Background: an optimization exercise with open tools, aiming at small area, a short achievable clock period and few clock cycles per item. Do not read the settings as production practice. Where RTL was checked, it was by simulation tests only, not by an equivalence proof against the original. No functional check of the RTL was part of runs 2 to 5.

===== design/flow/flow/run.sh =====
#!/bin/bash
# The standard layout (the standard.sh: unchanged synthesis and steps),
# with the port buffers made of sky130_fd_sc_hd__buf_2 cells instead of the
# delay-buffer cells buffer_ports picks by default, and timing repair asked
# to leave a setup margin of 7.2 ns (the clock period stays 10 ns).
export BUFFER_PORTS_ARGS="-buffer_cell sky130_fd_sc_hd__buf_2"
export SETUP_SLACK_MARGIN=7.2
bash standard.sh > standard.log 2>&1

===== design/flow/standard.sh =====
#!/bin/bash
# synth_recipe.tcl (not shown) runs the flow's synth.tcl, then flattens the netlist and writes it again
# the make line also repeats each setting of config.mk as NAME=value (left out here)
make -C /OpenROAD-flow-scripts/flow DESIGN_CONFIG=/design/flow/config.mk WORK_HOME=/design/flow/orfs CLKGATE_MAP_FILE= SYNTH_SCRIPT=/design/flow/synth_recipe.tcl "${@:-finish}"

===== design/flow/config.mk =====
export PLATFORM = sky130hd
export DESIGN_NAME = fft16
export DESIGN_NICKNAME = fft16
export VERILOG_FILES = /design/flow/design.v
export SDC_FILE = /design/flow/constraint.sdc
export NUM_CORES = 4
export LEC_CHECK = 0
export CAP_MARGIN = 20
export CORE_MARGIN = 2
export CORE_UTILIZATION = 40
export CTS_BUF_LIST = sky130_fd_sc_hd__clkbuf_8
export CTS_CLUSTER_DIAMETER = 60
export CTS_CLUSTER_SIZE = 16
export SLEW_MARGIN = 20

===== design/flow/constraint.sdc =====
create_clock -name core_clock -period 10.0 [get_ports {clk}]
set_input_delay 2.0000 -clock core_clock [delete_from_list [all_inputs] [get_ports {clk}]]
set_output_delay 2.0000 -clock core_clock [all_outputs]
set_load 0.01 [all_outputs]

===== design/flow/design.v =====
module fft_sat #(parameter W = 10) (
    input  wire signed [W-1:0] x,
    output wire signed [8:0]   y
);
wire hi = ~x[W-1] & (|x[W-2:8]);
wire lo =  x[W-1] & ~(&x[W-2:8]);
assign y = hi ? 9'sd255 : lo ? -9'sd256 : x[8:0];
endmodule
module fft_t0 (
    input  wire signed [9:0] x,
    output wire signed [8:0] y
);
wire       g  = x[6] & (|x[5:0]);
wire [9:0] hn = {{7{~x[9]}}, ~x[9:7]};
wire [9:0] z  = x + hn + {9'd0, ~g};
wire hi = ~x[9] & x[8] & (|x[7:0]);             
wire lw =  x[9] & ~x[8] & ~(&x[7:1]);           
assign y = hi ? 9'sd255 : lw ? -9'sd256 : z[8:0];
endmodule
module fft_satneg (
    input  wire signed [9:0] x,
    output wire signed [8:0] y
);
wire [8:0] nx = ~x[8:0] + 9'd1;
wire hi =  x[9] & (~x[8] | ~(|x[7:0]));         
wire lw = ~x[9] & x[8] & (|x[7:0]);              
assign y = hi ? 9'sd255 : lw ? -9'sd256 : nx;
endmodule
module fft_sdf #(parameter D = 1) (
    input  wire              clk,
    input  wire              c,
    input  wire signed [8:0] x_i,
    input  wire signed [8:0] x_q,
    output wire signed [9:0] y_i,
    output wire signed [9:0] y_q
);
reg [19:0] f [0:D-1];
wire signed [9:0] a_i = f[D-1][19:10];
wire signed [9:0] a_q = f[D-1][9:0];
wire signed [9:0] s_i = a_i + x_i;
wire signed [9:0] s_q = a_q + x_q;
wire signed [9:0] d_i = a_i - x_i;
wire signed [9:0] d_q = a_q - x_q;
wire signed [9:0] xe_i = x_i;
wire signed [9:0] xe_q = x_q;
integer k;
always @(posedge clk) begin
    f[0] <= c ? {d_i, d_q} : {xe_i, xe_q};
    for (k = 1; k < D; k = k + 1)
        f[k] <= f[k-1];
end
assign y_i = c ? s_i : a_i;
assign y_q = c ? s_q : a_q;
endmodule
module fft_swap #(parameter L = 1) (
    input  wire        clk,
    input  wire        xc,
    input  wire [17:0] d,
    output wire [17:0] q
);
reg [17:0] m [0:L-1];
integer k;
always @(posedge clk) begin
    m[0] <= xc ? m[L-1] : d;
    for (k = 1; k < L; k = k + 1)
        m[k] <= m[k-1];
end
assign q = xc ? d : m[L-1];
endmodule
module fft_tw04 (
    input  wire              n4,
    input  wire signed [9:0] u,
    input  wire signed [9:0] v,
    output wire signed [8:0] y_i,
    output wire signed [8:0] y_q
);
wire signed [8:0] a_i, a_q, b_i, b_q;
fft_t0 t_i (.x(u), .y(a_i));
fft_t0 t_q (.x(v), .y(a_q));
fft_sat #(.W(10)) s_i (.x(v), .y(b_i));
fft_satneg        s_q (.x(u), .y(b_q));
assign y_i = n4 ? b_i : a_i;
assign y_q = n4 ? b_q : a_q;
endmodule
module fft_csa #(parameter W = 19) (
    input  wire [W-1:0] x,
    input  wire [W-1:0] y,
    input  wire [W-1:0] z,
    output wire [W-1:0] s,
    output wire [W-1:0] c
);
assign s = x ^ y ^ z;
assign c = {(x[W-2:0] & y[W-2:0]) | (x[W-2:0] & z[W-2:0]) | (y[W-2:0] & z[W-2:0]), 1'b0};
endmodule
module fft_mpart #(parameter HAS_F = 1) (
    input  wire               clk,
    input  wire signed [10:0] t,
    input  wire signed [16:0] e,
    input  wire               k0,
    input  wire               k1,
    input  wire               kg,
    input  wire               kf,
    input  wire               ng,
    output reg  signed [8:0]  y
);
wire signed [18:0] te = t;
wire signed [18:0] ee = e;
wire f = HAS_F ? kf : 1'b0;
wire [18:0] s1 = (f | kg) ? (te <<< 6) : (te <<< 7);
wire [18:0] s2 = f ? ~(te <<< 4) : kg ? (te <<< 5) : k0 ? ~te : 19'd0;
wire [18:0] s3 = f ? te : kg ? ~(te <<< 2) : 19'd0;
wire [18:0] s4 = f ? ee : kg ? ~te : 19'd0;
wire [7:0]  kc = k0 ? (ng ? 8'd192 : 8'd65) :
                 k1 ? (ng ? 8'd192 : 8'd64) :
                 kg ? (ng ? 8'd157 : 8'd66) :
                      (ng ? 8'd115 : 8'd65);
wire [18:0] a1, b1, a2, b2, r1, r2;
fft_csa c1 (.x(s1), .y(s2), .z(s3), .s(a1), .c(b1));
fft_csa c2 (.x(a1), .y(b1), .z(s4), .s(a2), .c(b2));
fft_csa c3 (.x(a2), .y(b2), .z({11'd0, kc}), .s(r1), .c(r2));
wire [7:0]  lo = {1'b0, r1[6:0]} + {1'b0, r2[6:0]};
reg  [11:0] h1_r, h2_r;
reg         lc_r;
always @(posedge clk) begin
    h1_r <= r1[18:7];
    h2_r <= r2[18:7];
    lc_r <= lo[7];
end
wire [11:0] ph = h1_r + h2_r + {11'd0, lc_r};
wire signed [8:0] ys;
fft_sat #(.W(12)) s (.x(ph), .y(ys));
always @(posedge clk) y <= ys;
endmodule
module fft_tw2 (
    input  wire              clk,
    input  wire signed [9:0] u,
    input  wire signed [9:0] v,
    input  wire        [1:0] sel,      
    input  wire              ngq,
    input  wire        [1:0] k,        
    output wire signed [8:0] y_i,
    output wire signed [8:0] y_q
);
wire signed [10:0] s = u + v;
wire signed [10:0] d = v - u;
reg  signed [10:0] wi, wq;
always @(*) begin
    case (sel)
        2'd0:    begin wi = u; wq = v; end
        2'd1:    begin wi = v; wq = u; end
        2'd2:    begin wi = s; wq = d; end
        default: begin wi = d; wq = s; end
    endcase
end
reg signed [10:0] wi_r, wq_r;
reg               k0_r, k1_r, kg_r, ng_r;
always @(posedge clk) begin
    wi_r <= wi;
    wq_r <= ngq ? ~wq : wq;
    k0_r <= (k == 2'd0);
    k1_r <= (k == 2'd1);
    kg_r <= k[1];
    ng_r <= ngq;
end
fft_mpart #(.HAS_F(0)) m_i (.clk(clk), .t(wi_r), .e(17'sd0), .k0(k0_r), .k1(k1_r), .kg(kg_r), .kf(1'b0),
                            .ng(1'b0), .y(y_i));
fft_mpart #(.HAS_F(0)) m_q (.clk(clk), .t(wq_r), .e(17'sd0), .k0(k0_r), .k1(k1_r), .kg(kg_r), .kf(1'b0),
                            .ng(ng_r), .y(y_q));
endmodule
module fft_tw3 (
    input  wire              clk,
    input  wire signed [9:0] ai,
    input  wire signed [9:0] aq,
    input  wire              gen,      
    input  wire              sgi,      
    input  wire              ngi,
    input  wire              ngq,
    input  wire        [1:0] k,        
    output wire signed [8:0] y_i,
    output wire signed [8:0] y_q
);
wire signed [9:0]  bi = gen ? aq : 10'sd0;
wire signed [9:0]  bq = gen ? ai : 10'sd0;
wire signed [10:0] ti = sgi ? ai - bi : ai + bi;
wire signed [10:0] tq = sgi ? aq + bq : aq - bq;
wire signed [16:0] ei = (ai <<< 6) + (ai <<< 2) + ai;
wire signed [16:0] eq = (aq <<< 6) + (aq <<< 2) + aq;
reg signed [10:0] ti_r, tq_r;
reg signed [16:0] ei_r, eq_r;
reg               k0_r, k1_r, kg_r, kf_r, ngi_r, ngq_r;
always @(posedge clk) begin
    ti_r  <= ngi ? ~ti : ti;
    tq_r  <= ngq ? ~tq : tq;
    ei_r  <= ngi ? ~ei : ei;
    eq_r  <= ngq ? ~eq : eq;
    k0_r  <= (k == 2'd0);
    k1_r  <= (k == 2'd1);
    kg_r  <= (k == 2'd2);
    kf_r  <= (k == 2'd3);
    ngi_r <= ngi;
    ngq_r <= ngq;
end
fft_mpart m_i (.clk(clk), .t(ti_r), .e(ei_r), .k0(k0_r), .k1(k1_r), .kg(kg_r), .kf(kf_r), .ng(ngi_r), .y(y_i));
fft_mpart m_q (.clk(clk), .t(tq_r), .e(eq_r), .k0(k0_r), .k1(k1_r), .kg(kg_r), .kf(kf_r), .ng(ngq_r), .y(y_q));
endmodule
module fft16 (
    input  wire              clk,
    input  wire              rst_n,
    input  wire              start,
    input  wire signed [8:0] din_i,
    input  wire signed [8:0] din_q,
    output wire              ready,
    output wire              dout_valid,
    output wire signed [8:0] dout_i,
    output wire signed [8:0] dout_q
);
localparam OFF_M1 = 1;             
localparam OFF_W1 = 3;             
localparam OFF_S2 = 10;            
localparam OFF_M2 = 12;            
localparam OFF_W2 = 16;            
localparam OFF_S3 = 18;            
localparam OFF_M3 = 20;            
localparam OFF_S4 = 24;            
localparam OFF_Y4 = 27;            
localparam Q  = OFF_Y4 / 16;
localparam SM = OFF_Y4 % 16;
reg  [3:0] cnt;
reg        ready_r;
reg        dv_r;
reg  [Q+1:0] hist;                 
wire       acc    = start & ready_r;
wire [3:0] cnt_n  = cnt + 4'd1;
wire [Q+1:0] hist_n = (cnt == 4'd15) ? {hist[Q:0], acc} : hist;
wire       dv_n   = (cnt_n >= SM) ? hist_n[Q] : hist_n[Q+1];
always @(posedge clk or negedge rst_n) begin
    if (!rst_n) begin
        cnt     <= 4'd0;
        ready_r <= 1'b0;
        dv_r    <= 1'b0;
        hist    <= {(Q+2){1'b0}};
    end else begin
        cnt     <= cnt_n;
        ready_r <= (cnt == 4'd14);
        dv_r    <= dv_n;
        hist    <= hist_n;
    end
end
assign ready      = ready_r;
assign dout_valid = dv_r;
wire [3:0] nw1 = cnt_n - OFF_W1;
wire [3:0] ns2 = cnt_n - OFF_S2;
wire [3:0] nw2 = cnt_n - OFF_W2;
wire [3:0] ns3 = cnt_n - OFF_S3;
wire [3:0] ns4 = cnt_n - OFF_S4;
wire [3:0] m1  = cnt - OFF_M1;     
wire [3:0] m2  = cnt - OFF_M2;
wire [3:0] m3  = cnt - OFF_M3;
reg c1, xc1, c2, xc2, c3, c4;
always @(posedge clk) begin
    c1  <= cnt_n[0];
    xc1 <= nw1[3] & ~nw1[0];
    c2  <= ns2[1];
    xc2 <= nw2[2] & ~nw2[1];
    c3  <= ns3[1];
    c4  <= ns4[0];
end
reg signed [8:0] x0_i, x0_q;
always @(posedge clk) begin
    x0_i <= din_i;
    x0_q <= din_q;
end
wire signed [9:0] b1_i, b1_q;
fft_sdf #(.D(1)) u_s1 (.clk(clk), .c(c1), .x_i(x0_i), .x_q(x0_q), .y_i(b1_i), .y_q(b1_q));
reg signed [9:0] o1_i, o1_q;
reg              o1_n4;
always @(posedge clk) begin
    o1_i  <= b1_i;
    o1_q  <= b1_q;
    o1_n4 <= m1[0] & m1[1];
end
wire signed [8:0] y1_i_c, y1_q_c;
fft_tw04 u_tw1 (.n4(o1_n4), .u(o1_i), .v(o1_q), .y_i(y1_i_c), .y_q(y1_q_c));
reg signed [8:0] y1_i, y1_q;
always @(posedge clk) begin
    y1_i <= y1_i_c;
    y1_q <= y1_q_c;
end
wire [17:0] w1;
fft_swap #(.L(7)) u_w1 (.clk(clk), .xc(xc1), .d({y1_i, y1_q}), .q(w1));
wire signed [9:0] b2_i, b2_q;
fft_sdf #(.D(2)) u_s2 (.clk(clk), .c(c2), .x_i(w1[17:9]), .x_q(w1[8:0]), .y_i(b2_i), .y_q(b2_q));
wire       p2_2 = m2[2], p2_1 = m2[1], p2_0 = m2[3];
reg signed [9:0] o2_i, o2_q;
reg        [1:0] o2_sel, o2_k;
reg              o2_ngq;
always @(posedge clk) begin
    o2_i   <= b2_i;
    o2_q   <= b2_q;
    o2_sel <= p2_2 ? {p2_0, p2_1} : 2'd0;
    o2_ngq <= p2_2 & p2_1;
    o2_k   <= p2_2 ? (p2_0 ? 2'd2 : {1'b0, p2_1}) : 2'd0;
end
wire signed [8:0] y2_i, y2_q;
fft_tw2 u_tw2 (.clk(clk), .u(o2_i), .v(o2_q), .sel(o2_sel), .ngq(o2_ngq), .k(o2_k), .y_i(y2_i), .y_q(y2_q));
wire [17:0] w2;
fft_swap #(.L(2)) u_w2 (.clk(clk), .xc(xc2), .d({y2_i, y2_q}), .q(w2));
wire signed [9:0] b3_i, b3_q;
fft_sdf #(.D(2)) u_s3 (.clk(clk), .c(c3), .x_i(w2[17:9]), .x_q(w2[8:0]), .y_i(b3_i), .y_q(b3_q));
wire [2:0] n3  = m3[0] ? {m3[1], m3[2], m3[3]} : 3'd0;
wire       k3  = (n3[1:0] == 2'd3);
wire       g3  = (n3[1:0] != 2'd0);
wire       sw3 = n3[2] ^ k3;             
reg signed [9:0] o3_i, o3_q;
reg              o3_gen, o3_sgi, o3_ngi, o3_ngq;
reg        [1:0] o3_k;
always @(posedge clk) begin
    o3_i   <= sw3 ? b3_q : b3_i;
    o3_q   <= sw3 ? b3_i : b3_q;
    o3_gen <= g3;
    o3_sgi <= n3[2];
    o3_ngi <= n3[2] & k3;
    o3_ngq <= n3[2] | k3;
    o3_k   <= g3 ? {1'b1, n3[0]} : {1'b0, n3[2]};
end
wire signed [8:0] y3_i, y3_q;
fft_tw3 u_tw3 (.clk(clk), .ai(o3_i), .aq(o3_q), .gen(o3_gen), .sgi(o3_sgi),
               .ngi(o3_ngi), .ngq(o3_ngq), .k(o3_k), .y_i(y3_i), .y_q(y3_q));
wire signed [9:0] b4_i, b4_q;
fft_sdf #(.D(1)) u_s4 (.clk(clk), .c(c4), .x_i(y3_i), .x_q(y3_q), .y_i(b4_i), .y_q(b4_q));
reg signed [9:0] o4_i, o4_q;
always @(posedge clk) begin
    o4_i <= b4_i;
    o4_q <= b4_q;
end
wire signed [8:0] y4_i_c, y4_q_c;
fft_t0 u_t4i (.x(o4_i), .y(y4_i_c));
fft_t0 u_t4q (.x(o4_q), .y(y4_q_c));
reg signed [8:0] y4_i, y4_q;
always @(posedge clk) begin
    y4_i <= y4_i_c;
    y4_q <= y4_q_c;
end
assign dout_i = y4_i;
assign dout_q = y4_q;
endmodule

==> flow_summary.yaml, run 1 <==
place:
  io_buffers: 40
  post-dp-hpwl_mm: 58.93
  finalWeightedCongestion: 0.8399
  dp_slack_ns: 5.862
  placed_cells_incl_taps: 5403
critical_path:
  critical_path.slowest_cell: "dfrtp_1"
  worst-endpoint-required_ns: 8.00
  path_class: "register to output pin"
  cp.arrival_ns: 1.19
  worst_setup_path_start_kind: "register"
  crit_family: "flip-flops"
  endpoint_kind: "output pin"
  worst_path_largest_cell_delay_ns: 0.38
  crit_buf_inv: 1
  cp_cell_sequence: "buf_2"
  worstPathMaxFanout: 2
logic_synthesis:
  ys_seq_area_frac: 0.3405
  synth-seq-cells: 663
  async_flop_share: 0.01357
  synthFlopType: "dfxtp_1"
  synthCells: 4207
  synth_area_um2: 39120
  synth_edf_count: 0
  syn-mean-instance-area_um2: 9.298
  synth_warnings: 13
  synth_cell_types: 85
worst_hold_path:
  hold_path.class: "register to register"
run:
  maxCapViolCount: 0
die:
  die-area_um2: 100300
  io_pins: 41
  rows: 114
  start_util: 0.4039
  core-area_um2: 96850
  die_x_um: 316.7
  die_h_um: 316.7
sta:
  rsz0062_at_grt: "true"
  final_hold_viol_count: 0
  setup_viol: 0
  period_minus_slack_ns: 3.192
  setup_ws_ns: 6.808
  fmax_mhz: 313.3
  setup_tns_ns: 0
  fin_skew_ns: 0.04299
  drv_slew: 0
  worst_pin_slew_ns: 0.9882
  relSlewSlack: 0.3342
  post-route-period-util: 0.3192
clock_tree:
  clock_latency_ns: 0.70
  clk_pin_slew_ns: 0.09
  cts.path.max_buffers: 3
  cts_buffers: 66
  htree_levels: 3
  clock-sinks: 663
  cts_root_buffer: "clkbuf_8"
  cts_tree: "built"
  cts_hold_buf: 0
layout:
  layout-drive-gt1-share: 0.1635
  area_growth_pct: 14.97
  layout.cells.non_filler: 5652
  nNetsFinal: 4934
drt:
  first_pass_iters: 5
  wl_mm: 83.62
  drc: 0
  drtIter0Drc: 1395
  vias_per_cell: 5.027
  ant_nets: 0
  wl_per_cell_um: 14.80
  vias: 28410
global_route:
  gr-total-overflow: 0
  grt.total_usage: 0.1660
  grt_first_pass_wirelength_mm: 137.9
  grt_pass1_vias: 27640
  grt_start_max_net_pins: 85
  antenna_found_initial: 1
status:
  status: "no timing/DRC/antenna violations"
[per-layer routing]
layer | wire [µm] | track usage | up-vias
li1 | - | - | 14500
met1 | 39750 | 0.2235 | 13450
met2 | 39610 | 0.2803 | 343
met3 | 2451 | 0.02100 | 115
met4 | 1817 | 0.04567 | 0
met5 | 0 | 0 | -
[layout make-up]
class	instances	area, µm²
flip-flops and latches	663	13430
multi-input cells	2969	25070
clock buffers	68	935.9
repair inverters	1	5.005
fillers	9192	51880
repair buffers	176	1725
clock inverters	47	475.5
well taps	1276	1597
inverters	450	1725
diodes	2	5.005
[registers in the layout, indices dropped and copies added, names as in the netlist, 17 cells and up]
| register | cells |
|---|---|
| u_s4.f | 20 |
| u_s1.f | 20 |
| u_tw3.eq_r | 17 |
| u_w2.m | 36 |
| u_s3.f | 40 |
| u_s2.f | 40 |
| u_w1.m | 126 |
| u_tw3.ei_r | 17 |
[repair_timing]
item | in CTS | in global routing
endpoints found under the setup margin | 179 | 151
pin swaps | 66 | 133
cloned | 15 | 0
gates resized for setup | 159 | 275
buffers inserted | 59 | 58
[cells in the final DEF (no fill, tap or decap), types with 15 or more instances in the layout]
cell and count:
a21o_1 55, a21oi_1 324, a21oi_2 26, a31oi_1 22, and2_1 25, buf_2 31, buf_4 93, buf_6 29
clkbuf_8 68, dfxtp_1 605, dfxtp_2 28, dfxtp_4 21, fa_1 145, fa_2 27, ha_1 382, ha_4 19
inv_1 422, inv_2 28, mux2_2 62, mux2_4 21, mux2i_1 38, nand2_1 197, nand2b_1 61, nand3_1 49
nand4_1 17, nor2_1 309, nor2b_1 41, nor3_1 72, nor4_1 15, o21a_1 41, o21ai_0 161, o21ai_1 78
o21ai_2 20, o21bai_1 51, o31ai_1 16, or3_1 43, xnor2_1 226, xor2_1 83
[final timing paths]
path,startpoint,slack [ns],end,cells past startpoint
worst max-delay path,ready_r,6.81,ready,1
worst min-delay path,u_w1.m[5][2],0.31,u_w1.m[6][2],0
worst max register to register,u_tw3.kf_r,6.85,u_tw3.m_i.lc_r,13
worst min register to register,u_w1.m[5][2],0.31,u_w1.m[6][2],0
max in group asynchronous,rst_n,8.54,dv_r,1
min in group asynchronous,rst_n,1.19,cnt[2],1
[stage by stage]
step | utilization | area (µm²) | hold WS (ns)
floorplan | - | 39350 | 0.3096
global placement | 0.4190 | 40580 | 0.3096
detailed placement | 0.4190 | 40580 | 0.3121
CTS | 0.4479 | 43380 | 0.3103
global route | 0.4643 | 44970 | 0.3062
finish | 0.4644 | 44970 | 0.3105
[cells by family (layout without fill, tap and decap cells)]
| logic type | after synthesis | count (layout) | synth area share |
|---|---|---|---|
| AO/OA/AOI/OAI | 984 | 984 | 0.1550 |
| XOR/XNOR | 317 | 317 | 0.07136 |
| adder cells (fa/ha/maj) | 586 | 586 | 0.2205 |
| buffers and inverters | 584 | 742 | 0.05614 |
| flip-flops | 663 | 663 | 0.3405 |
| multiplexers | 154 | 154 | 0.04654 |
| other | 2 | 8 | 0.0001920 |
| AND/OR/NAND/NOR | 917 | 922 | 0.1099 |
[Yosys cell counts (78+ instances only)]
cell      number  area (µm²)
o21ai_1       78       390.4
ha_1         414        5180
a21oi_1      349        1747
dfxtp_1      654       13090
nor3_1        79       395.4
fa_1         172        3443
xor2_1        85       744.5
o21ai_0      182       910.9
nand2_1      205       769.5
nor2_1       321        1205
inv_1        438        1644
mux2_2        83       934.7
clkbuf_1     114       427.9
xnor2_1      230        2014
Testbench counts, summed over its fixed seeds: cycles 6,368, frames 384.
==> inputs of run 2 (changes only) <==
--- a/design/flow/design.v
+++ b/design/flow/design.v
@@ -37,10 +37,12 @@
 reg [19:0] f [0:D-1];
 wire signed [9:0] a_i = f[D-1][19:10];
 wire signed [9:0] a_q = f[D-1][9:0];
-wire signed [9:0] s_i = a_i + x_i;
-wire signed [9:0] s_q = a_q + x_q;
-wire signed [9:0] d_i = a_i - x_i;
-wire signed [9:0] d_q = a_q - x_q;
+wire signed [8:0] h_i = f[D-1][18:10];
+wire signed [8:0] h_q = f[D-1][8:0];
+wire signed [9:0] s_i = h_i + x_i;
+wire signed [9:0] s_q = h_q + x_q;
+wire signed [9:0] d_i = h_i - x_i;
+wire signed [9:0] d_q = h_q - x_q;
 wire signed [9:0] xe_i = x_i;
 wire signed [9:0] xe_q = x_q;
 integer k;
@@ -106,27 +108,28 @@
 wire signed [18:0] te = t;
 wire signed [18:0] ee = e;
 wire f = HAS_F ? kf : 1'b0;
-wire [18:0] s1 = (f | kg) ? (te <<< 6) : (te <<< 7);
-wire [18:0] s2 = f ? ~(te <<< 4) : kg ? (te <<< 5) : k0 ? ~te : 19'd0;
-wire [18:0] s3 = f ? te : kg ? ~(te <<< 2) : 19'd0;
-wire [18:0] s4 = f ? ee : kg ? ~te : 19'd0;
 wire [7:0]  kc = k0 ? (ng ? 8'd192 : 8'd65) :
                  k1 ? (ng ? 8'd192 : 8'd64) :
                  kg ? (ng ? 8'd157 : 8'd66) :
-                      (ng ? 8'd115 : 8'd65);
-wire [18:0] a1, b1, a2, b2, r1, r2;
+                      (ng ? 8'd183 : 8'd65);
+wire [18:0] s1 = ((f | kg) ? (te <<< 6) : (te <<< 7)) | {13'd0, kc[5:0]};
+wire [18:0] s2 = f ? ~(te <<< 4) : kg ? (te <<< 5) : k0 ? ~te : 19'd0;
+wire [18:0] s3 = f ? te : kg ? ~(te <<< 2) : 19'd0;
+wire [18:0] s4 = f ? ee : kg ? ~te : 19'd0;
+wire [18:0] a1, b1, r1, r2;
 fft_csa c1 (.x(s1), .y(s2), .z(s3), .s(a1), .c(b1));
-fft_csa c2 (.x(a1), .y(b1), .z(s4), .s(a2), .c(b2));
-fft_csa c3 (.x(a2), .y(b2), .z({11'd0, kc}), .s(r1), .c(r2));
-wire [7:0]  lo = {1'b0, r1[6:0]} + {1'b0, r2[6:0]};
+fft_csa c2 (.x(a1), .y(b1), .z(s4), .s(r1), .c(r2));
+wire [8:0]  lo = {2'b0, r1[6:0]} + {2'b0, r2[6:0]} + {2'b0, kc[6], 6'd0};
 reg  [11:0] h1_r, h2_r;
-reg         lc_r;
+reg  [1:0]  lc_r;
+reg         k7_r;
 always @(posedge clk) begin
     h1_r <= r1[18:7];
     h2_r <= r2[18:7];
-    lc_r <= lo[7];
+    lc_r <= lo[8:7];
+    k7_r <= kc[7];
 end
-wire [11:0] ph = h1_r + h2_r + {11'd0, lc_r};
+wire [11:0] ph = h1_r + h2_r + ({10'd0, lc_r} + {11'd0, k7_r});
 wire signed [8:0] ys;
 fft_sat #(.W(12)) s (.x(ph), .y(ys));
 always @(posedge clk) y <= ys;
@@ -183,16 +186,18 @@
 wire signed [9:0]  bq = gen ? ai : 10'sd0;
 wire signed [10:0] ti = sgi ? ai - bi : ai + bi;
 wire signed [10:0] tq = sgi ? aq + bq : aq - bq;
-wire signed [16:0] ei = (ai <<< 6) + (ai <<< 2) + ai;
-wire signed [16:0] eq = (aq <<< 6) + (aq <<< 2) + aq;
+wire signed [9:0]  ani = ngi ? ~ai : ai;
+wire signed [9:0]  anq = ngq ? ~aq : aq;
+wire signed [16:0] ei = (ani <<< 6) + (ani <<< 2) + ani;
+wire signed [16:0] eq = (anq <<< 6) + (anq <<< 2) + anq;
 reg signed [10:0] ti_r, tq_r;
 reg signed [16:0] ei_r, eq_r;
 reg               k0_r, k1_r, kg_r, kf_r, ngi_r, ngq_r;
 always @(posedge clk) begin
     ti_r  <= ngi ? ~ti : ti;
     tq_r  <= ngq ? ~tq : tq;
-    ei_r  <= ngi ? ~ei : ei;
-    eq_r  <= ngq ? ~eq : eq;
+    ei_r  <= ei;
+    eq_r  <= eq;
     k0_r  <= (k == 2'd0);
     k1_r  <= (k == 2'd1);
     kg_r  <= (k == 2'd2);
==> design/flow/flow/run.sh (replaced) <==
#!/bin/bash
# The standard layout (the standard.sh: unchanged synthesis and steps),
# with the port buffers made of sky130_fd_sc_hd__buf_2 cells instead of the
# delay-buffer cells buffer_ports picks by default, and timing repair asked
# to leave a setup margin of 6.9 ns (the clock period stays 10 ns).
export BUFFER_PORTS_ARGS="-buffer_cell sky130_fd_sc_hd__buf_2"
export SETUP_SLACK_MARGIN=6.9
bash standard.sh > standard.log 2>&1
--- a/design/flow/config.mk
+++ b/design/flow/config.mk
@@ -8,7 +8,4 @@
 export CAP_MARGIN = 20
 export CORE_MARGIN = 2
 export CORE_UTILIZATION = 40
-export CTS_BUF_LIST = sky130_fd_sc_hd__clkbuf_8
-export CTS_CLUSTER_DIAMETER = 60
-export CTS_CLUSTER_SIZE = 16
 export SLEW_MARGIN = 20
==> flow_summary.yaml, run 2 <==
status:
  status: "no timing/DRC/antenna violations"
layout:
  final_common_cell: "dfxtp_1"
  area_growth_pct: 14.66
  mostFrequentLayoutCells: "dfxtp_1 (619), inv_1 (393), ha_1 (378)"
  layout-drive-gt1-share: 0.1372
  top_regs: "u_w1.m (126), u_s2.f (40), u_s3.f (40)"
  nNetsFinal: 4727
  regMostFlops: "u_w1.m"
  fillers: 9003
  final_util: 0.4641
  largest_register_ffs: 126
sta:
  fmax_mhz: 290.9
  rsz0062_at_grt: "true"
  period_minus_slack_ns: 3.437
  drv_slew: 0
  final_hold_viol_count: 0
  relSlewSlack: 0.3470
  worst_pin_slew_ns: 0.9713
  setup_viol: 0
  setup_ws_ns: 6.563
  fin_skew_ns: 0.02379
  post-route-period-util: 0.3437
  setup_tns_ns: 0
  hold_slack_ns: 0.3125
logic_synthesis:
  synth_most_common_cell: "dfxtp_1"
  synth_cell_types: 88
  synthTopCellsByCount: "dfxtp_1 (661), ha_1 (400), inv_1 (398)"
  synth_top_area_frac: 0.3431
  synth_area_um2: 38570
  yosys-top-cells-area: "dfxtp_1 (34%), ha_1 (13%), fa_1 (8.7%)"
  synth_warnings: 13
  ys_seq_area_frac: 0.3489
  synth_edf_count: 0
  synthCells: 4078
  synthFlopType: "dfxtp_1"
  synth-seq-cells: 670
  syn-mean-instance-area_um2: 9.458
  synth_area_leader_cell: "dfxtp_1"
  async_flop_share: 0.01343
critical_path:
  crit_start: "u_tw3.kg_r"
  critical_path.slowest_cell: "fa_2"
  crit_buf_inv: 4
  r2r-start: "u_tw3.kg_r"
  path_common_cell: "a21o_1"
  worst_setup_path_start_kind: "register"
  path_class: "register to register"
  cp.arrival_ns: 3.95
  crit_family: "adder cells"
  worst-endpoint-required_ns: 10.51
  cp_cell_sequence: "clkinvlp_4, buf_4, buf_4, nor2_4, a21oi_1, fa_2, fa_2, inv_2, ha_4, ha_4, nor2b_4, a41o_1, a21o_1, a21o_1, a21o_1, nor2b_1"
  worst_path_largest_cell_delay_ns: 0.54
  worstPathMaxFanout: 5
  endpoint_kind: "register"
global_route:
  grt_pass1_vias: 26660
  grt_start_max_net_pins: 95
  grt_first_pass_wirelength_mm: 133.1
  antenna_found_initial: 1
  grt.total_usage: 0.1615
  gr-total-overflow: 0
die:
  io_pins: 41
  die_x_um: 314.5
  start_util: 0.4047
  die-area_um2: 98920
  die_h_um: 314.5
  core-area_um2: 95290
  rows: 113
run:
  maxCapViolCount: 0
worst_hold_path:
  min-delay-start: "u_w1.m[3][14]"
  hold_path.class: "register to register"
drt:
  wl_mm: 81.21
  vias: 27570
  vias_per_cell: 5.046
  first_pass_iters: 5
  ant_nets: 0
  wl_per_cell_um: 14.86
  drc: 0
  drtIter0Drc: 1308
clock_tree:
  cts_buffers: 74
  clk_pin_slew_ns: 0.06
  cts_root_buffer: "clkbuf_16"
  htree_levels: 3
  cts.path.max_buffers: 3
  clock_latency_ns: 0.63
  clock-sinks: 670
  cts_hold_buf: 0
  cts_tree: "built"
place:
  finalWeightedCongestion: 0.8495
  dp_slack_ns: 5.614
  io_buffers: 40
  post-dp-hpwl_mm: 57.31
## run 2: cell types whose count changed in the layout (fill, tap and decap cells not counted), sizes merged, moves of 10 or more
| cell | before | now |
|---|---|---|
| nor3 | 79 | 63 |
| a21oi | 353 | 331 |
| ha | 414 | 400 |
| inv | 467 | 406 |
| buf | 169 | 123 |
| xor2 | 85 | 95 |
| a21o | 56 | 94 |
| nor2 | 322 | 303 |
| o21bai | 57 | 42 |
| clkbuf | 68 | 103 |
| xnor2 | 232 | 193 |
| or3 | 45 | 34 |
| o21ai | 261 | 242 |
## run 2: metrics by stage
step | cells | area [µm²]
after detailed placement | 5248 | 40010
final | 5464 | 44220
after floorplan | 4080 | 38780
after CTS | 5426 | 43340
after global placement | 5248 | 40010
after global routing | 5463 | 44220
## run 2: worst paths after layout
path                                endpoint  slack [ns]  cells past startpoint
hold / removal                 u_w1.m[4][14]        0.31                      0
setup / recovery           u_tw3.m_q.lc_r[1]        6.56                     16
setup reg to reg           u_tw3.m_q.lc_r[1]        6.56                     16
min in group asynchronous            hist[1]        1.23                      1
max in group asynchronous            ready_r        8.56                      1
hold reg to reg                u_w1.m[4][14]        0.31                      0
## run 2: logic make-up after synthesis
logic type / share of synthesized area
AOI/OAI and AO/OA: 0.1542
and+or+nand+nor: 0.1102
DFF: 0.3489
adders and majority gates: 0.2170
buffers and inverters: 0.05356
xor gates and xnor gates: 0.06540
muxes: 0.05058
other: 0.00009723
## run 2: layer usage
layer	wire length (µm)	global-route usage	vias to the layer above
met2	37360	0.2639	374
met1	39280	0.2216	13040
met5	0	0	-
li1	-	-	14020
met3	2710	0.02352	133
met4	1860	0.04643	0
## run 2: cell type report
class	instances	area (µm²)	area share
antenna	1	2.502	0.00005659
clock buffer	98	2156	0.04875
clock inverter	38	410.4	0.009280
inverter	399	1509	0.03412
multi-input combinational	2865	23870	0.5397
sequential	670	13550	0.3065
tap	1265	1583	0.03579
timing repair buffer	128	1142	0.02583
## run 2: timing repair
action	4_1_cts	5_1_grt
buffers inserted	39	32
gates resized for setup	105	142
gates cloned	3	5
hold endpoints to repair	0	0
endpoints found under the setup margin	92	96
pin swaps	48	71
==> inputs of run 3 (changes only) <==
--- a/design/flow/config.mk
+++ b/design/flow/config.mk
@@ -7,5 +7,8 @@
 export LEC_CHECK = 0
 export CAP_MARGIN = 20
 export CORE_MARGIN = 2
-export CORE_UTILIZATION = 40
+export CORE_UTILIZATION = 55
+export CTS_BUF_LIST = sky130_fd_sc_hd__clkbuf_8
+export CTS_CLUSTER_DIAMETER = 60
+export CTS_CLUSTER_SIZE = 16
 export SLEW_MARGIN = 20
==> flow_summary.yaml, run 3 <==
place:
  post-dp-hpwl_mm: 57.60
  io_buffers: 40
  placed_cell_area_um2: 39610
  finalWeightedCongestion: 0.8240
die:
  die_h_um: 268.8
  io_pins: 41
  die-area_um2: 72260
  rows: 97
  die_x_um: 268.8
  core-area_um2: 69790
  start_util: 0.5527
drt:
  drtIter0Drc: 1430
  drc: 0
  wl_per_cell_um: 15.62
  wl_mm: 79.83
  vias_per_cell: 5.327
  ant_nets: 0
  first_pass_iters: 5
  vias: 27220
critical_path:
  crit_buf_inv: 3
  path_class: "register to register"
  cp.arrival_ns: 4.01
  r2r-start: "u_tw3.kg_r"
  endpoint_kind: "register"
  critical_path.slowest_cell: "fa_1"
  worst-endpoint-required_ns: 10.59
  regToRegSetupSlack_ns: 6.58
  reg2reg_depth: 13
  cp_cell_sequence: "clkinvlp_4, nand2_4, buf_4, buf_4, o31ai_2, fa_1, fa_1, ha_1, ha_1, a21o_1, a21o_1, a21o_1, xnor2_1"
  worstPathMaxFanout: 8
  worst_setup_path_start_kind: "register"
  path_common_cell: "a21o_1"
  crit_family: "adder cells"
  r2r_end: "u_tw3.m_i.lc_r[0]"
  worst_path_largest_cell_delay_ns: 0.48
logic_synthesis:
  synthCells: 4078
  synth_area_um2: 38570
  synth_compound_area_frac: 0.1542
  ys_seq_area_frac: 0.3489
  synth_most_common_cell: "dfxtp_1"
  synth_top_family_by_area: "adder cells"
  yosys.area_share.adder: 0.2170
  synth_area_leader_cell: "dfxtp_1"
  synthFlopType: "dfxtp_1"
  synth_simple_gate_area_frac: 0.1102
  synth_cell_types: 88
  syn-mean-instance-area_um2: 9.458
  async_flop_share: 0.01343
  synth_edf_count: 0
  synth_xor_area_frac: 0.06540
  yosys-top-cells-area: "dfxtp_1 (34%), ha_1 (13%), fa_1 (8.7%)"
  synth_warnings: 13
  synth-seq-cells: 670
  muxShareOfSynthArea: 0.05058
  synthTopCellsByCount: "dfxtp_1 (661), ha_1 (400), inv_1 (398)"
  synth_top_area_frac: 0.3431
clock_tree:
  clock-sinks: 670
  cts.path.max_buffers: 3
  clock_latency_ns: 0.74
  clk_pin_slew_ns: 0.10
  cts_buffers: 60
  htree_levels: 2
  cts_root_buffer: "clkbuf_8"
  cts_tree: "built"
layout:
  fillers: 6181
  area_growth_pct: 10.40
  layout-drive-gt1-share: 0.1327
  largest_register_ffs: 126
  regMostFlops: "u_w1.m"
  stdcell_area_um2: 42580
  final_common_cell: "dfxtp_1"
  final_util: 0.6101
  mostFrequentLayoutCells: "dfxtp_1 (612), inv_1 (400), ha_1 (381)"
  top_regs: "u_w1.m (126), u_s2.f (40), u_s3.f (40)"
  nNetsFinal: 4716
sta:
  rsz0062_at_grt: "true"
  fin_skew_ns: 0.05294
  relSlewSlack: 0.3468
  final_hold_viol_count: 0
  setup_viol: 0
  setup_tns_ns: 0
  worst_pin_slew_ns: 0.9715
  post-route-period-util: 0.3416
  drv_slew: 0
  fmax_mhz: 292.8
  period_minus_slack_ns: 3.416
status:
  status: "no timing/DRC/antenna violations"
worst_hold_path:
  min-delay-start: "u_s2.f[0][13]"
  hold_end: "u_s2.f[1][13]"
  min_path_cells: 0
  hold_path.class: "register to register"
global_route:
  grt.total_usage: 0.2182
  grt_first_pass_wirelength_mm: 129.3
  grt_pass1_vias: 26000
  antenna_found_initial: 3
  grt_start_max_net_pins: 95
  gr-total-overflow: 0
run:
  maxCapViolCount: 0
## run 3: worst max path at each step
stage	startpoint	end	slack (ns)	cells past startpoint
6_report	u_tw3.kg_r	u_tw3.m_i.lc_r[0]	6.58	13
5_1_grt	u_tw3.kg_r	u_tw3.m_i.lc_r[0]	6.42	13
4_1_cts	ready_r	ready	6.58	1
3_5_place_dp	u_tw3.kg_r	u_tw3.m_q.lc_r[0]	5.72	15
3_3_place_gp	u_tw3.kg_r	u_tw3.m_q.lc_r[1]	5.76	15
2_1_floorplan	u_tw3.kf_r	u_tw3.m_q.lc_r[1]	6.52	17
## run 3: what timing repair did
action | CTS | global route
pin swaps | 47 | 82
hold buffers | 0 | 0
setup endpoints to repair | 93 | 106
buffers inserted | 36 | 36
gates cloned | 3 | 5
gates resized for setup | 106 | 153
## run 3: stage by stage
step / hold slack, ns / cells / setup WS [ns]
global placement: 0.3096 / 4925 / 5.756
floorplan: 0.3096 / 4080 / 6.518
global route: 0.3279 / 5110 / 6.418
finish: 0.3224 / 5110 / 6.584
CTS: 0.3263 / 5067 / 6.580
detailed placement: 0.3121 / 4925 / 5.723
## run 3: layer usage
layer | wire length, µm | up-vias | global-route usage
met4 | 1875 | 0 | 0.05450
li1 | - | 13970 | -
met1 | 38110 | 12730 | 0.3020
met3 | 2666 | 121 | 0.02393
met5 | 0 | - | 0
met2 | 37180 | 393 | 0.3650
## run 3: final cells by class
| cell class | instances | area [µm²] | share of cell area |
|---|---|---|---|
| multi-input combinational | 2865 | 23880 | 0.5609 |
| sequential | 670 | 13560 | 0.3185 |
| inverter | 399 | 1514 | 0.03556 |
| timing repair buffer | 131 | 1190 | 0.02795 |
| tap | 940 | 1176 | 0.02762 |
| clock buffer | 62 | 853.3 | 0.02004 |
| clock inverter | 41 | 392.9 | 0.009227 |
| antenna | 2 | 5.005 | 0.0001175 |
## run 3: cells by family (layout without fill, tap and decap cells)
group           after synthesis  count (layout)
compound gates              956             956
mux                         156             156
buf+inv                     548             633
flops                       670             670
xor+xnor                    288             288
other cells                   1               5
simple gates                891             894
fa+ha+maj                   568             568
==> inputs of run 4 (changes only) <==
--- a/design/flow/design.v
+++ b/design/flow/design.v
@@ -119,19 +119,20 @@
 wire [18:0] a1, b1, r1, r2;
 fft_csa c1 (.x(s1), .y(s2), .z(s3), .s(a1), .c(b1));
 fft_csa c2 (.x(a1), .y(b1), .z(s4), .s(r1), .c(r2));
-wire [8:0]  lo = {2'b0, r1[6:0]} + {2'b0, r2[6:0]} + {2'b0, kc[6], 6'd0};
-reg  [11:0] h1_r, h2_r;
+wire [7:0]  lo = {1'b0, r1[6:0]} + {1'b0, r2[6:0]};
+wire [1:0]  lc = {1'b0, lo[7]} + {1'b0, kc[6] & lo[6]};    
+reg  [10:0] h1_r, h2_r;
 reg  [1:0]  lc_r;
 reg         k7_r;
 always @(posedge clk) begin
-    h1_r <= r1[18:7];
-    h2_r <= r2[18:7];
-    lc_r <= lo[8:7];
+    h1_r <= r1[17:7];
+    h2_r <= r2[17:7];
+    lc_r <= lc;
     k7_r <= kc[7];
 end
-wire [11:0] ph = h1_r + h2_r + ({10'd0, lc_r} + {11'd0, k7_r});
+wire [10:0] ph = h1_r + h2_r + ({9'd0, lc_r} + {10'd0, k7_r});
 wire signed [8:0] ys;
-fft_sat #(.W(12)) s (.x(ph), .y(ys));
+fft_sat #(.W(11)) s (.x(ph), .y(ys));
 always @(posedge clk) y <= ys;
 endmodule
 module fft_tw2 (
==> flow_summary.yaml, run 4 <==
critical_path:
  worst-endpoint-required_ns: 10.66
  endpoint_kind: "register"
  worst_setup_path_start_kind: "register"
  r2r_end: "u_tw3.m_i.lc_r[0]"
  reg2reg_depth: 13
  r2r-start: "u_tw3.kg_r"
  crit_start: "u_tw3.kg_r"
  regToRegSetupSlack_ns: 6.58
  worstPathMaxFanout: 6
  cp.arrival_ns: 4.08
  path_class: "register to register"
logic_synthesis:
  synth_edf_count: 0
  synth_top_area_frac: 0.3480
  synthFlopType: "dfxtp_1"
  ys_seq_area_frac: 0.3540
  synth_area_um2: 37560
  synth_most_common_cell: "dfxtp_1"
  synth_top_family_by_area: "adder cells"
  yosys-top-cells-area: "dfxtp_1 (35%), ha_1 (13%), fa_1 (8.5%)"
  synth_simple_gate_area_frac: 0.1104
  async_flop_share: 0.01360
  synth_xor_area_frac: 0.06692
  synth_area_leader_cell: "dfxtp_1"
  synthCells: 3981
  synth-seq-cells: 662
  yosys.area_share.adder: 0.2124
  syn-mean-instance-area_um2: 9.436
  muxShareOfSynthArea: 0.04953
  synth_cell_types: 86
  synth_compound_area_frac: 0.1557
  synthTopCellsByCount: "dfxtp_1 (653), ha_1 (381), inv_1 (369)"
  synth_warnings: 13
clock_tree:
  cts.path.max_buffers: 3
  clock_latency_ns: 0.71
  cts_tree: "built"
  cts_root_buffer: "clkbuf_8"
  cts_buffers: 57
  htree_levels: 2
  clk_pin_slew_ns: 0.09
  clock-sinks: 662
  cts_hold_buf: 0
global_route:
  antenna_found_initial: 4
  grt_start_max_net_pins: 89
  gr-total-overflow: 0
  grt.total_usage: 0.2315
  grt_pass1_vias: 27590
  grt_first_pass_wirelength_mm: 135.2
drt:
  first_pass_iters: 5
  drtIter0Drc: 1449
  met1_length_mm: 37.65
  highest_layer: "met5"
  drc: 0
  met3_length_mm: 3.086
  vias_per_cell: 5.556
  ant_nets: 0
  wl_per_cell_um: 16.76
  vias: 27520
  wl_met2_mm: 40.45
  wl_mm: 83.00
layout:
  area_growth_pct: 10.23
  regMostFlops: "u_w1.m"
  top_regs: "u_w1.m (126), u_s2.f (40), u_s3.f (40)"
  largest_register_ffs: 126
  mostFrequentLayoutCells: "dfxtp_1 (614), ha_1 (363), inv_1 (362)"
  layout-drive-gt1-share: 0.1280
  nNetsFinal: 4603
  final_common_cell: "dfxtp_1"
sta:
  fmax_mhz: 292.3
  relSlewSlack: 0.3441
  worst_pin_slew_ns: 0.9755
  post-route-period-util: 0.3421
  hold_slack_ns: 0.3150
  setup_tns_ns: 0
  setup_viol: 0
  drv_slew: 0
  period_minus_slack_ns: 3.421
  fin_skew_ns: 0.02770
  rsz0062_at_grt: "true"
  final_hold_viol_count: 0
die:
  die-area_um2: 70400
  core-area_um2: 67400
  die_h_um: 265.3
  die_x_um: 265.3
  io_pins: 41
  rows: 95
  start_util: 0.5574
status:
  status: "no timing/DRC/antenna violations"
place:
  post-dp-hpwl_mm: 59.90
  io_buffers: 40
  finalWeightedCongestion: 0.8655
worst_hold_path:
  min-delay-start: "u_w1.m[0][16]"
  hold_path.class: "register to register"
  min_path_cells: 0
  hold_end: "u_w1.m[1][16]"
run:
  maxCapViolCount: 0
-- run 4: worst max-delay path by stage --
stage	end	slack [ns]
global route	u_tw3.m_q.lc_r[0]	6.49
global placement	u_tw2.m_q.lc_r[0]	5.85
floorplan	u_tw2.m_q.lc_r[0]	6.70
CTS	dout_valid	6.58
finish	u_tw3.m_i.lc_r[0]	6.58
detailed placement	u_tw3.m_i.lc_r[0]	5.73
-- run 4: critical path, cell delays in order (launching register included) --
cell	delay, ns
dfxtp_4	0.42
clkinvlp_4	0.17
nor2_4	0.21
a22oi_2	0.08
fa_1	0.50
inv_2	0.04
fa_1	0.56
ha_4	0.22
a41o_1	0.19
a21o_1	0.19
a21oi_2	0.16
nor2_2	0.06
a211o_1	0.30
ha_4	0.27
-- run 4: metrics by stage --
stage | cells | instance area (µm²) | setup WS, ns | utilization
2_1_floorplan | 3982 | 37780 | 6.700 | -
3_3_place_gp | 4770 | 38530 | 5.847 | 0.5717
3_5_place_dp | 4770 | 38530 | 5.735 | 0.5717
4_1_cts | 4913 | 40650 | 6.581 | 0.6031
5_1_grt | 4953 | 41400 | 6.485 | 0.6144
6_report | 4953 | 41400 | 6.579 | 0.6144
-- run 4: per-layer routing --
layer / global-route usage / vias to the layer above
li1: - / 13610
met1: 0.3038 / 13310
met5: 0 / -
met4: 0.06199 / 2
met3: 0.02768 / 133
met2: 0.4036 / 462
-- run 4: logic make-up (layout without fill, tap and decap cells) --
logic type	count (synthesis)	in the layout
muxes	154	154
other	2	5
AOI/OAI and AO/OA	932	932
adders and majority gates	542	542
and+or+nand+nor	898	901
buffers and inverters	508	601
xor gates and xnor gates	283	283
DFF	662	662
-- run 4: what timing repair did --
action | CTS | global route
cloned | 5 | 4
gates resized for setup | 106 | 98
setup buffers | 42 | 34
setup endpoints to repair | 108 | 85
pin swaps | 38 | 60
-- run 4: final cells by class --
| cell class | instances | area [µm²] |
|---|---|---|
| Timing Repair Buffer | 133 | 1267 |
| Clock inverter | 30 | 331.6 |
| Antenna cell | 2 | 5.005 |
| Tap cell | 873 | 1092 |
| Clock buffer | 66 | 908.4 |
| Inverter | 372 | 1411 |
| Fill cell | 5720 | 25990 |
| Sequential cell | 662 | 13390 |
| Multi-Input combinational cell | 2815 | 23000 |
==> inputs of run 5 (changes only) <==
--- a/design/flow/design.v
+++ b/design/flow/design.v
@@ -112,25 +112,23 @@
                  k1 ? (ng ? 8'd192 : 8'd64) :
                  kg ? (ng ? 8'd157 : 8'd66) :
                       (ng ? 8'd183 : 8'd65);
-wire [18:0] s1 = ((f | kg) ? (te <<< 6) : (te <<< 7)) | {13'd0, kc[5:0]};
+wire [18:0] s1 = (f | kg) ? (te <<< 6) : (te <<< 7);
 wire [18:0] s2 = f ? ~(te <<< 4) : kg ? (te <<< 5) : k0 ? ~te : 19'd0;
 wire [18:0] s3 = f ? te : kg ? ~(te <<< 2) : 19'd0;
 wire [18:0] s4 = f ? ee : kg ? ~te : 19'd0;
-wire [18:0] a1, b1, r1, r2;
+wire [18:0] a1, b1, a2, b2, r1, r2;
 fft_csa c1 (.x(s1), .y(s2), .z(s3), .s(a1), .c(b1));
-fft_csa c2 (.x(a1), .y(b1), .z(s4), .s(r1), .c(r2));
+fft_csa c2 (.x(a1), .y(b1), .z(s4), .s(a2), .c(b2));
+fft_csa c3 (.x(a2), .y(b2), .z({11'd0, kc}), .s(r1), .c(r2));
 wire [7:0]  lo = {1'b0, r1[6:0]} + {1'b0, r2[6:0]};
-wire [1:0]  lc = {1'b0, lo[7]} + {1'b0, kc[6] & lo[6]};    
 reg  [10:0] h1_r, h2_r;
-reg  [1:0]  lc_r;
-reg         k7_r;
+reg         lc_r;
 always @(posedge clk) begin
     h1_r <= r1[17:7];
     h2_r <= r2[17:7];
-    lc_r <= lc;
-    k7_r <= kc[7];
+    lc_r <= lo[7];
 end
-wire [10:0] ph = h1_r + h2_r + ({9'd0, lc_r} + {10'd0, k7_r});
+wire [10:0] ph = h1_r + h2_r + {10'd0, lc_r};
 wire signed [8:0] ys;
 fft_sat #(.W(11)) s (.x(ph), .y(ys));
 always @(posedge clk) y <= ys;
==> flow_summary.yaml, run 5 <==
drt:
  ant_nets: 0
  drtIter0Drc: 1449
  wl_mm: 81.06
  first_pass_iters: 5
  vias_per_cell: 5.369
  vias: 27690
  wl_per_cell_um: 15.72
  drc: 0
logic_synthesis:
  synthFlopType: "dfxtp_1"
  synth-seq-cells: 655
  syn-mean-instance-area_um2: 9.210
  synth_top_area_frac: 0.3369
  synth_most_common_cell: "dfxtp_1"
  yosys-top-cells-area: "dfxtp_1 (34%), ha_1 (13%), fa_1 (8.1%)"
  synthCells: 4168
  synth_area_leader_cell: "dfxtp_1"
  synth_warnings: 13
  synthTopCellsByCount: "dfxtp_1 (646), inv_1 (455), ha_1 (399)"
  async_flop_share: 0.01374
  synth_edf_count: 0
  synth_cell_types: 110
  synth_area_um2: 38390
  ys_seq_area_frac: 0.3428
sta:
  fin_skew_ns: 0.04220
  drv_slew: 0
  worst_pin_slew_ns: 0.9406
  fmax_mhz: 300.1
  post-route-period-util: 0.3332
  setup_tns_ns: 0
  setup_viol: 0
  relSlewSlack: 0.3675
  rsz0062_at_grt: "true"
  hold_slack_ns: 0.3189
  period_minus_slack_ns: 3.332
  final_hold_viol_count: 0
die:
  die_x_um: 268.2
  core-area_um2: 68830
  start_util: 0.5578
  die-area_um2: 71930
  rows: 96
  io_pins: 41
  die_h_um: 268.2
layout:
  regMostFlops: "u_w1.m"
  area_growth_pct: 8.419
  top_regs: "u_w1.m (126), u_s2.f (40), u_s3.f (40)"
  final_common_cell: "dfxtp_1"
  nNetsFinal: 4762
  layout-drive-gt1-share: 0.1060
  register_area_um2: 13240
  fillers: 6184
  multi_input_area_um2: 23200
  largest_register_ffs: 126
  mostFrequentLayoutCells: "dfxtp_1 (608), inv_1 (456), ha_1 (394)"
place:
  post-dp-hpwl_mm: 58.77
  io_buffers: 40
  finalWeightedCongestion: 0.8604
critical_path:
  crit_start: "ready_r"
  worst_setup_path_start_kind: "register"
  crit_buf_inv: 1
  regToRegSetupSlack_ns: 6.67
  crit_family: "flip-flops"
  critical_path.slowest_cell: "dfrtp_2"
  worst_path_largest_cell_delay_ns: 0.46
  reg2reg_depth: 14
  worst-endpoint-required_ns: 8.00
  path_depth: 1
  worstPathMaxFanout: 2
  r2r-start: "u_tw3.kf_r"
  endpoint_kind: "output pin"
  cp-endpoint: "ready"
  cp.arrival_ns: 1.33
  cp_cell_sequence: "buf_6"
  r2r_end: "u_tw3.m_q.lc_r"
  path_class: "register to output pin"
clock_tree:
  htree_levels: 2
  cts_hold_buf: 0
  cts_tree: "built"
  clock-sinks: 655
  cts.path.max_buffers: 3
  cts_root_buffer: "clkbuf_8"
  clock_latency_ns: 0.74
  clk_pin_slew_ns: 0.10
  cts_buffers: 59
global_route:
  grt_first_pass_wirelength_mm: 133.4
  grt_pass1_vias: 26590
  grt_start_max_net_pins: 92
  antenna_found_initial: 2
  gr-total-overflow: 0
  grt.total_usage: 0.2252
run:
  maxCapViolCount: 0
worst_hold_path:
  min-delay-start: "u_w1.m[1][4]"
  hold_path.class: "register to register"
status:
  status: "no timing/DRC/antenna violations"
==> run 5: how the worst min path moves through the flow <==
stage / end / slack (ns) / cells past startpoint
5_1_grt: u_w1.m[2][4] / 0.32 / 0
3_5_place_dp: u_s2.f[1][8] / 0.31 / 0
6_report: u_w1.m[2][4] / 0.32 / 0
3_3_place_gp: u_w1.m[1][16] / 0.31 / 0
2_1_floorplan: u_s2.f[1][0] / 0.31 / 0
4_1_cts: u_w1.m[2][4] / 0.31 / 0
==> run 5: worst register-to-register path, cell delays in order (launching register included) <==
cell	delay [ns]
dfxtp_4	0.37
buf_12	0.13
nand2b_4	0.18
o21ai_2	0.13
ha_1	0.26
fa_1	0.50
inv_1	0.05
fa_1	0.53
inv_1	0.04
ha_1	0.26
a41o_1	0.18
a21o_1	0.15
a21o_1	0.15
a21o_1	0.15
a21o_1	0.14
==> run 5: final cells by class <==
| type | instances | area share |
|---|---|---|
| inverters | 459 | 0.04158 |
| multi-input cells | 2904 | 0.5575 |
| repair buffers | 108 | 0.02459 |
| well taps | 931 | 0.02799 |
| clock inverters | 36 | 0.009109 |
| flip-flops and latches | 655 | 0.3180 |
| clock buffers | 64 | 0.02116 |
| diodes | 1 | 0.00006013 |
==> run 5: what timing repair did <==
item / CTS / global route
setup buffers: 22 / 23
pin swaps: 5 / 19
endpoints found under the setup margin: 132 / 64
resized for setup: 58 / 88
gates cloned: 11 / 2
==> run 5: routing by layer <==
| metal | wire length (µm) | vias to the layer above | track usage |
|---|---|---|---|
| met5 | 0 | - | 0 |
| met4 | 1472 | 0 | 0.05330 |
| met3 | 2598 | 106 | 0.02492 |
| met2 | 38280 | 366 | 0.3817 |
| met1 | 38710 | 13050 | 0.3079 |
| li1 | - | 14170 | - |
==> run 5: cell families (layout without fill, tap and decap cells) <==
kind of cell | Yosys count | count (layout) | share of synthesized area
muxes | 128 | 128 | 0.03967
adders and majority gates | 554 | 554 | 0.2109
other | 2 | 8 | 0.0001956
and+or+nand+nor | 942 | 947 | 0.1177
buffers and inverters | 619 | 667 | 0.06170
xor gates and xnor gates | 266 | 266 | 0.06088
AOI/OAI and AO/OA | 1002 | 1002 | 0.1662
DFF | 655 | 655 | 0.3428
==> run 5: through the flow <==
| step | util | worst slack, ns | cells | instance area (µm²) |
|---|---|---|---|---|
| after floorplan | - | 6.598 | 4173 | 38530 |
| after global placement | 0.5706 | 5.757 | 4999 | 39270 |
| after detailed placement | 0.5706 | 5.772 | 4999 | 39270 |
| after CTS | 0.5975 | 6.585 | 5132 | 41130 |
| after global routing | 0.6047 | 6.570 | 5158 | 41620 |
| final | 0.6047 | 6.668 | 5158 | 41620 |
==> inputs of run 6 (changes only) <==
--- a/design/flow/design.v
+++ b/design/flow/design.v
@@ -233,7 +233,7 @@
 reg        ready_r;
 reg        dv_r;
 reg  [Q+1:0] hist;                 
-wire       acc    = start & ready_r;
+wire       acc    = start & (cnt == 4'd15);    
 wire [3:0] cnt_n  = cnt + 4'd1;
 wire [Q+1:0] hist_n = (cnt == 4'd15) ? {hist[Q:0], acc} : hist;
 wire       dv_n   = (cnt_n >= SM) ? hist_n[Q] : hist_n[Q+1];
==> flow_summary.yaml, run 6 <==
place:
  finalWeightedCongestion: 0.8621
  placed_cells_incl_taps: 4800
  io_buffers: 40
  post-dp-hpwl_mm: 58.45
global_route:
  antenna_found_initial: 3
  grt.total_usage: 0.2264
  grt_start_max_net_pins: 100
  gr-total-overflow: 0
  grt_first_pass_wirelength_mm: 131.5
  grt_pass1_vias: 26440
logic_synthesis:
  synth_top_family_by_area: "adder cells"
  async_flop_share: 0.01374
  synth_cell_types: 76
  syn-mean-instance-area_um2: 9.290
  synth_xor_area_frac: 0.07469
  synth_compound_area_frac: 0.1497
  synth_area_leader_cell: "dfxtp_1"
  synth-seq-cells: 655
  synth_top_area_frac: 0.3468
  synthTopCellsByCount: "dfxtp_1 (646), inv_1 (443), ha_1 (399)"
  synth_warnings: 13
  muxShareOfSynthArea: 0.04728
  synthCells: 4014
  synthFlopType: "dfxtp_1"
  synth_most_common_cell: "dfxtp_1"
  synth_area_um2: 37290
  ys_seq_area_frac: 0.3529
  yosys.area_share.adder: 0.2174
  synth_edf_count: 0
  synth_simple_gate_area_frac: 0.09842
  yosys-top-cells-area: "dfxtp_1 (35%), ha_1 (13%), fa_1 (8.3%)"
drt:
  first_pass_iters: 5
  drtIter0Drc: 1478
  wl_per_cell_um: 16.12
  wl_mm: 80.02
  drc: 0
  vias_per_cell: 5.363
  vias: 26620
  ant_nets: 0
die:
  core-area_um2: 67160
  die_h_um: 264.4
  rows: 95
  die_x_um: 264.4
  die-area_um2: 69900
  start_util: 0.5552
  io_pins: 41
layout:
  area_growth_pct: 8.983
  fillers: 5812
  nNetsFinal: 4623
  largest_register_ffs: 126
  regMostFlops: "u_w1.m"
  mostFrequentLayoutCells: "dfxtp_1 (607), inv_1 (448), ha_1 (396)"
  layout.cells.non_filler: 4963
  final_common_cell: "dfxtp_1"
  layout-drive-gt1-share: 0.1008
  top_regs: "u_w1.m (126), u_s2.f (40), u_s3.f (40)"
clock_tree:
  htree_levels: 2
  cts.path.max_buffers: 3
  clk_pin_slew_ns: 0.10
  cts_tree: "built"
  cts_root_buffer: "clkbuf_8"
  cts_buffers: 58
  clock-sinks: 655
  cts_hold_buf: 0
  clock_latency_ns: 0.72
critical_path:
  worstPathMaxFanout: 11
  worst_setup_path_start_kind: "register"
  path_class: "register to register"
  endpoint_kind: "register"
  cp.arrival_ns: 3.92
  worst-endpoint-required_ns: 10.58
sta:
  final_hold_viol_count: 0
  fmax_mhz: 299.6
  drv_slew: 0
  hold_slack_ns: 0.3204
  setup_viol: 0
  period_minus_slack_ns: 3.338
  setup_tns_ns: 0
  rsz0062_at_grt: "true"
  post-route-period-util: 0.3338
  fin_skew_ns: 0.04637
  relSlewSlack: 0.2113
  worst_pin_slew_ns: 1.168
worst_hold_path:
  hold_path.class: "register to register"
run:
  maxCapViolCount: 0
status:
  status: "no timing/DRC/antenna violations"
==> run 6: cell type report <==
class,instances,area (µm²),share of cell area
multi-input cells,2779,22290,0.5485
flip-flops and latches,655,13260,0.3262
inverters,444,1670,0.04110
repair buffers,110,1111,0.02734
well taps,873,1092,0.02688
clock buffers,65,894.6,0.02201
clock inverters,35,317.8,0.007820
diodes,2,5.005,0.0001232
==> run 6: final timing paths <==
check	slack, ns	from	cells past startpoint	endpoint
min	0.32	u_w1.m[4][15]	0	u_w1.m[5][15]
max in group asynchronous	8.68	rst_n	1	ready_r
max	6.66	u_tw3.kf_r	16	u_tw3.m_q.lc_r
min in group asynchronous	1.11	rst_n	1	hist[1]
min reg2reg	0.32	u_w1.m[4][15]	0	u_w1.m[5][15]
max reg2reg	6.66	u_tw3.kf_r	16	u_tw3.m_q.lc_r
==> run 6: routing by layer <==
| layer | vias to the layer above | part of all wire | global-route usage |
|---|---|---|---|
| met3 | 103 | 0.032 | 0.02620 |
| met5 | - | 0 | 0 |
| li1 | 13440 | - | - |
| met2 | 390 | 0.48 | 0.3937 |
| met1 | 12690 | 0.47 | 0.3026 |
| met4 | 0 | 0.017 | 0.05068 |
==> run 6: kinds of logic (layout without fill, tap and decap cells) <==
kind of cell / Yosys count / after routing
compound gates: 944 / 944
simple gates: 803 / 807
flops: 655 / 655
buf+inv: 589 / 654
fa+ha+maj: 555 / 555
xor+xnor: 318 / 318
mux: 148 / 148
other cells: 2 / 9
==> run 6: critical path, cell delays in order, from the launching register on <==
cell and delay [ns]:
dfxtp_4 0.39, buf_12 0.14, nand2b_4 0.18, o21ai_2 0.06, ha_1 0.31, fa_1 0.48
inv_1 0.06, fa_1 0.51, inv_1 0.04, ha_1 0.28, nand2_1 0.06, nor3_1 0.04
o21a_1 0.17, o21a_1 0.18, o21ai_2 0.10, nand2b_1 0.06, a21o_1 0.17
==> run 6: what timing repair did <==
action / 4_1_cts / 5_1_grt
setup buffers: 12 / 35
endpoints found under the setup margin: 133 / 71
resized for setup: 75 / 103
cloned: 10 / 4
pin swaps: 5 / 25
==> run 6: per-stage QoR <==
stage	instance area (µm²)	util	setup slack (ns)
floorplan	37470	-	6.666
CTS	39970	0.5951	6.645
global route	40640	0.6051	6.477
finish	40640	0.6051	6.662
detailed placement	38180	0.5685	5.802
global placement	38180	0.5685	5.804
Testbench counts of run 6, summed over its fixed seeds: cycles 6,368, frames 384.

==> what the ideal ports hide <==
No port has a modelled driver above. Below, the same layouts with a new extraction and two added sets of constraints.
Step 1 assumes that a clkbuf_16 drives the clock port and a buf_2 every other input.
Step 2 adds t to the input delays and takes it off the output delays; t is the mean of the earliest and latest rising clock arrival at the registers after step 1. Input paths then give back, and output paths get back, about the clock's delay inside the block.
a / b / c = ideal ports / drivers / drivers and shift; a / b = the first two.
run	shift t [ns]	slack for setup (ns)	hold WS [ns]	latest minus earliest clock arrival (ns)	worst slew at a driven data input, ns
run 1	0.734	6.808 / 6.750 / 6.848	0.310 / 0.310 / 0.310	0.048 / 0.048	0.05
run 2	0.687	6.563 / 6.563 / 6.563	0.313 / 0.313 / 0.313	0.023 / 0.024	0.12
run 3	0.782	6.584 / 6.584 / 6.584	0.322 / 0.322 / 0.322	0.057 / 0.057	0.10
run 4	0.765	6.579 / 6.579 / 6.579	0.315 / 0.315 / 0.315	0.032 / 0.032	0.09
run 5	0.781	6.668 / 6.603 / 6.669	0.319 / 0.319 / 0.319	0.042 / 0.042	0.10
run 6	0.764	6.662 / 6.662 / 6.662	0.320 / 0.320 / 0.320	0.053 / 0.053	0.11
After both steps every run listed still meets setup and hold.
